Context: an optimization exercise on an open-source flow, tuned for small area, a short achievable clock period and few clock cycles. The choices shown serve that exercise and are no tape-out recipe.
At most, simulation tests tie the RTL to the original design; equivalence was not proved.
Power figures rest on the tool's default switching activity, not on a simulated workload.

// coprocessador
module coprocessador(
	instruction,
	clk,
	rst,
	wr,
	dataOut,
	incorrect_addr_flag,
	overflow_flag,
	done_flag
);
	input [17:0] instruction;
	input clk, rst, wr;
	output reg [7:0] dataOut;
	output reg incorrect_addr_flag;
	output overflow_flag;
	output done_flag;
	localparam NOP = 3'b000, LOAD = 3'b001, STORE = 3'b010, ADD = 3'b011,
	           SUB = 3'b100, MULE = 3'b101, MULM = 3'b110, RST = 3'b111;
	wire [2:0] opcode = instruction[2:0];
	reg armed;         
	reg done;
	reg [17:0] ir;     
	reg ir_wr;
	reg st_pend;       
	reg clr_pend;      
	reg czero;         
	reg rst_q;         
	reg go_pend;       
	reg ovf;
	wire start = armed & (opcode != NOP) & ~rst;
	wire op_in = (opcode == ADD) | (opcode == SUB) | (opcode == MULE) | (opcode == MULM);
	wire start_op = start & op_in;
	assign done_flag = done;
	assign overflow_flag = ovf;
	reg is_mulm, is_mule, is_add, is_sub;
	wire [7:0] scal = ir[10:3];    
	reg act1;                  
	reg [4:0] j1, k1;          
	reg [7:0] xq [0:4];
	reg [7:0] yq;
	wire busy = act1;
	wire last1 = is_mulm ? (j1[4] & k1[4]) : j1[4];
	wire first1 = ~is_mulm | k1[0];
	wire [4:0] kn = is_mulm ? {k1[3:0], k1[4]} : 5'b00001;
	wire [4:0] jn = (is_mulm & ~k1[4]) ? j1 : {j1[3:0], j1[4]};
	always @(posedge clk) begin
		ir <= instruction;
		ir_wr <= wr;
		rst_q <= rst;
		if (rst) begin
			armed <= 1'b1;
			done <= 1'b0;
			st_pend <= 1'b0;
			clr_pend <= 1'b0;
			act1 <= 1'b0;
  ...
For scale: about 2500 cells after synthesis, about 32 I/O pins, ~33000 µm² of cells after synthesis.
==> flow/config.mk <==
export PLATFORM = sky130hd
export DESIGN_NAME = coprocessador
export DESIGN_NICKNAME = coprocessador
export VERILOG_FILES = /design/flow/design.v
export SDC_FILE = /design/flow/constraint.sdc
export NUM_CORES = 8
export LEC_CHECK = 0
export CAP_MARGIN = 10
export CORE_MARGIN = 2
export CORE_UTILIZATION = 65
export CTS_BUF_LIST = sky130_fd_sc_hd__clkbuf_8 sky130_fd_sc_hd__clkbuf_16
export CTS_CLUSTER_DIAMETER = 60
export CTS_CLUSTER_SIZE = 30
export PLACE_DENSITY = 0.75
export SLEW_MARGIN = 10
==> flow/constraint.sdc <==
create_clock -name core_clock -period 20.0 [get_ports {clk}]
set_input_delay 4.0000 -clock core_clock [delete_from_list [all_inputs] [get_ports {clk}]]
set_output_delay 4.0000 -clock core_clock [all_outputs]
set_load 0.01 [all_outputs]
standard.sh (not shown) runs the stock make flow with config.mk's settings and CLKGATE_MAP_FILE= SYNTH_SCRIPT=/design/flow/synth_recipe.tcl, a recipe that flattens the netlist after the stock synthesis.
==> flow/flow/run.sh <==
#!/bin/bash
# The standard layout with these changes:
#  - after the standard synthesis, its combinational logic is mapped again by
#    abc with an area-recovering script (flow/reabc.tcl, flow/area.abc); the
#    flip-flops, tie cells and adder cells stay as the standard synthesis made
#    them, with their names;
#  - plain buffers (instead of delay cells) on the ports;
#  - a clock tree without dummy loads.
set -euo pipefail
R="$PWD/orfs/results/${FLOW_PLATFORM}/coprocessador/base"
CTS='-sink_clustering_enable -repair_clock_nets -sink_clustering_size 30 -sink_clustering_max_diameter 60 -buf_list {sky130_fd_sc_hd__clkbuf_8 sky130_fd_sc_hd__clkbuf_16} -dont_use_dummy_load'
ARGS=(SETUP_SLACK_MARGIN=15 'BUFFER_PORTS_ARGS=-buffer_cell sky130_fd_sc_hd__buf_4' "CTS_ARGS=$CTS")
bash standard.sh "${ARGS[@]}" "$R/1_2_yosys.v" > flow_synth.log 2>&1
cp "$R/1_2_yosys.v" "$R/1_2_yosys_standard.v"
REABC_LIB="${FLOW_HOME}/platforms/${FLOW_PLATFORM}/lib/sky130_fd_sc_hd__tt_025C_1v80.lib" \
REABC_IN="$R/1_2_yosys_standard.v" REABC_OUT="$R/1_2_yosys.v" REABC_TOP="$FLOW_TOP" \
REABC_SCRIPT="$PWD/flow/area.abc" \
  yosys -c flow/reabc.tcl > flow_reabc.log 2>&1
bash standard.sh "${ARGS[@]}" finish > flow_make.log 2>&1
Other scripts of this flow, unchanged in this note and not shown: flow/flow/area.abc, flow/flow/reabc.tcl
The baseline ran to the end with no violations.
Then changed:
CAP_MARGIN = 40   (was 10)
SLEW_MARGIN = 40   (was 10)
Outcome: Area after synthesis does not change. Final area is higher by 1.0%. Global-route usage is higher by 0.45 points. Maximum frequency is higher by about 0.6%.
No run of this note included a check of the RTL's function; only the layout flow was run.

* * *

== build 2 ==
Another version of the RTL of coprocessador (not shown whole).
Size: about 2500 cells after synthesis.
==> flow/config.mk <==
export PLATFORM = sky130hd
export DESIGN_NAME = coprocessador
export DESIGN_NICKNAME = coprocessador
export VERILOG_FILES = /design/flow/design.v
export SDC_FILE = /design/flow/constraint.sdc
export NUM_CORES = 8
export LEC_CHECK = 0
export CAP_MARGIN = 10
export CORE_MARGIN = 2
export CORE_UTILIZATION = 65
export CTS_BUF_LIST = sky130_fd_sc_hd__clkbuf_8 sky130_fd_sc_hd__clkbuf_16
export CTS_CLUSTER_DIAMETER = 60
export CTS_CLUSTER_SIZE = 30
export PLACE_DENSITY = 0.75
export SLEW_MARGIN = 10
==> flow/constraint.sdc <==
create_clock -name core_clock -period 20.0 [get_ports {clk}]
set_input_delay 4.0000 -clock core_clock [delete_from_list [all_inputs] [get_ports {clk}]]
set_output_delay 4.0000 -clock core_clock [all_outputs]
set_load 0.01 [all_outputs]
==> flow/flow/run.sh <==
#!/bin/bash
# The standard layout with these changes:
#  - after the standard synthesis, its combinational logic is mapped again by
#    abc with an area-recovering script (flow/reabc.tcl, flow/area.abc); the
#    flip-flops, tie cells and adder cells stay as the standard synthesis made
#    them, with their names;
#  - plain buffers (instead of delay cells) on the ports;
#  - a clock tree without dummy loads.
set -euo pipefail
R="$PWD/orfs/results/${FLOW_PLATFORM}/coprocessador/base"
CTS='-sink_clustering_enable -repair_clock_nets -sink_clustering_size 30 -sink_clustering_max_diameter 80 -buf_list {sky130_fd_sc_hd__clkbuf_16} -dont_use_dummy_load'
ARGS=(SETUP_SLACK_MARGIN=15 'BUFFER_PORTS_ARGS=-buffer_cell sky130_fd_sc_hd__buf_4' "CTS_ARGS=$CTS")
bash standard.sh "${ARGS[@]}" "$R/1_2_yosys.v" > flow_synth.log 2>&1
cp "$R/1_2_yosys.v" "$R/1_2_yosys_standard.v"
REABC_LIB="${FLOW_HOME}/platforms/${FLOW_PLATFORM}/lib/sky130_fd_sc_hd__tt_025C_1v80.lib" \
REABC_IN="$R/1_2_yosys_standard.v" REABC_OUT="$R/1_2_yosys.v" REABC_TOP="$FLOW_TOP" \
REABC_SCRIPT="$PWD/flow/area.abc" \
  yosys -c flow/reabc.tcl > flow_reabc.log 2>&1
bash standard.sh "${ARGS[@]}" finish > flow_make.log 2>&1
Other scripts of this flow, unchanged in this note and not shown: flow/flow/area.abc, flow/flow/reabc.tcl
Build 2 ran to completion and came out clean on the timing, design-rule and antenna checks.
Testbench counts of build 2, summed over its fixed seeds: cycles 27,000.
Input changes introduced in build 82 (baseline for comparison: build 2):
--- a/flow/flow/run.sh
+++ b/flow/flow/run.sh
@@ -9,6 +9,6 @@
 set -euo pipefail
 R="$PWD/orfs/results/${FLOW_PLATFORM}/coprocessador/base"
-CTS='-sink_clustering_enable -repair_clock_nets -sink_clustering_size 30 -sink_clustering_max_diameter 80 -buf_list {sky130_fd_sc_hd__clkbuf_16} -dont_use_dummy_load'
-ARGS=(SETUP_SLACK_MARGIN=15 'BUFFER_PORTS_ARGS=-buffer_cell sky130_fd_sc_hd__buf_4' "CTS_ARGS=$CTS")
+CTS='-sink_clustering_enable -repair_clock_nets -sink_clustering_size 30 -sink_clustering_max_diameter 60 -buf_list {sky130_fd_sc_hd__clkbuf_8 sky130_fd_sc_hd__clkbuf_16} -dont_use_dummy_load'
+ARGS=(REMOVE_ABC_BUFFERS=1 SETUP_SLACK_MARGIN=15 'BUFFER_PORTS_ARGS=-buffer_cell sky130_fd_sc_hd__buf_4' "CTS_ARGS=$CTS")
 bash standard.sh "${ARGS[@]}" "$R/1_2_yosys.v" > flow_synth.log 2>&1
 cp "$R/1_2_yosys.v" "$R/1_2_yosys_standard.v"
--- outcome ---
- The standard cells in build 82 occupy more silicon area than those in build 2 do.
- Per the comparison of build 82 with build 2, worst setup slack moved up; number of CTS-inserted buffers moved up; final worst hold slack moved down.
- Via count, build 2 and build 82: smaller value in build 82
Modified inputs, build 30 compared to build 82
Settings: a change of PLACE_DENSITY from 0.75 to 0.85.
--- a/flow/flow/run.sh
+++ b/flow/flow/run.sh
@@ -10,5 +10,5 @@
 R="$PWD/orfs/results/${FLOW_PLATFORM}/coprocessador/base"
 CTS='-sink_clustering_enable -repair_clock_nets -sink_clustering_size 30 -sink_clustering_max_diameter 60 -buf_list {sky130_fd_sc_hd__clkbuf_8 sky130_fd_sc_hd__clkbuf_16} -dont_use_dummy_load'
-ARGS=(REMOVE_ABC_BUFFERS=1 SETUP_SLACK_MARGIN=15 'BUFFER_PORTS_ARGS=-buffer_cell sky130_fd_sc_hd__buf_4' "CTS_ARGS=$CTS")
+ARGS=(SETUP_SLACK_MARGIN=15 'BUFFER_PORTS_ARGS=-buffer_cell sky130_fd_sc_hd__buf_4' "CTS_ARGS=$CTS")
 bash standard.sh "${ARGS[@]}" "$R/1_2_yosys.v" > flow_synth.log 2>&1
 cp "$R/1_2_yosys.v" "$R/1_2_yosys_standard.v"
==> comparison <==
- Diff build 82..build 30 | final sum of negative setup slack | unchanged
- Looking at area added between synthesis and finish, build 30 sits 0.22 points higher than build 82 does.
- Build 30 vs build 82 — critical path buffer and inverter count rose 1.
- The run with more routed wire is build 30, not build 82.
- Worst path arrival time: build 30 > build 82
- In build 30 relative to build 82, initial detailed-routing violation count had gone up by more than a quarter.
Input changes introduced in build 37 (baseline for comparison: build 30):
Settings: putting TNS_END_PERCENT at 20 where nothing was set; swapping 0.85 for 0.75 in PLACE_DENSITY.
## What came out
- When build 37 is set beside build 30, its number of multi-input combinational cells turns out to be 0.78% smaller.
- Diff build 30 -> build 37 | number of global-route vias before repair | decrease of 1297
- Build 30 reports its cell at the slowest stage of the critical path as nor3b_4 while build 37 reports dfxtp_1.
- Share of total power in the clock network (build 37 over build 30): increase, 0.3 points

re-timing with driven ports:
The flow's constraints put no driver on any port. The routed layouts listed below were extracted and timed again, unchanged, in two steps.
Step 1 sets driving cells, clkbuf_16 on the clock port and buf_2 on the other inputs (assumed; they add their load-dependent delay and slew).
Step 2 moves the port delays by t, midway between the first and last clock arrival at a register: inputs arrive t later, outputs are due t later. That takes back most of the time a late clock gives input paths.
Slacks: ideal ports / drivers / drivers and shift; pairs: ideal ports / drivers.
run	t, ns	setup WS [ns]	cell pins on the clock port's net
the first run of note 1	0.626	14.731 / 14.468 / 13.842	1
the second run of note 1	0.634	14.762 / 14.674 / 14.039	1
build 2	0.657	14.850 / 14.793 / 14.357	1
build 82	0.617	14.890 / 14.833 / 14.372	1
build 30	0.623	14.898 / 14.849 / 14.265	1
build 37	0.619	14.765 / 14.705 / 14.204	1
After both steps every run listed still meets setup and hold. The setup slack of the first run of note 1, which loses most, moves by -0.263 ns with the drivers and by -0.889 ns with both steps.
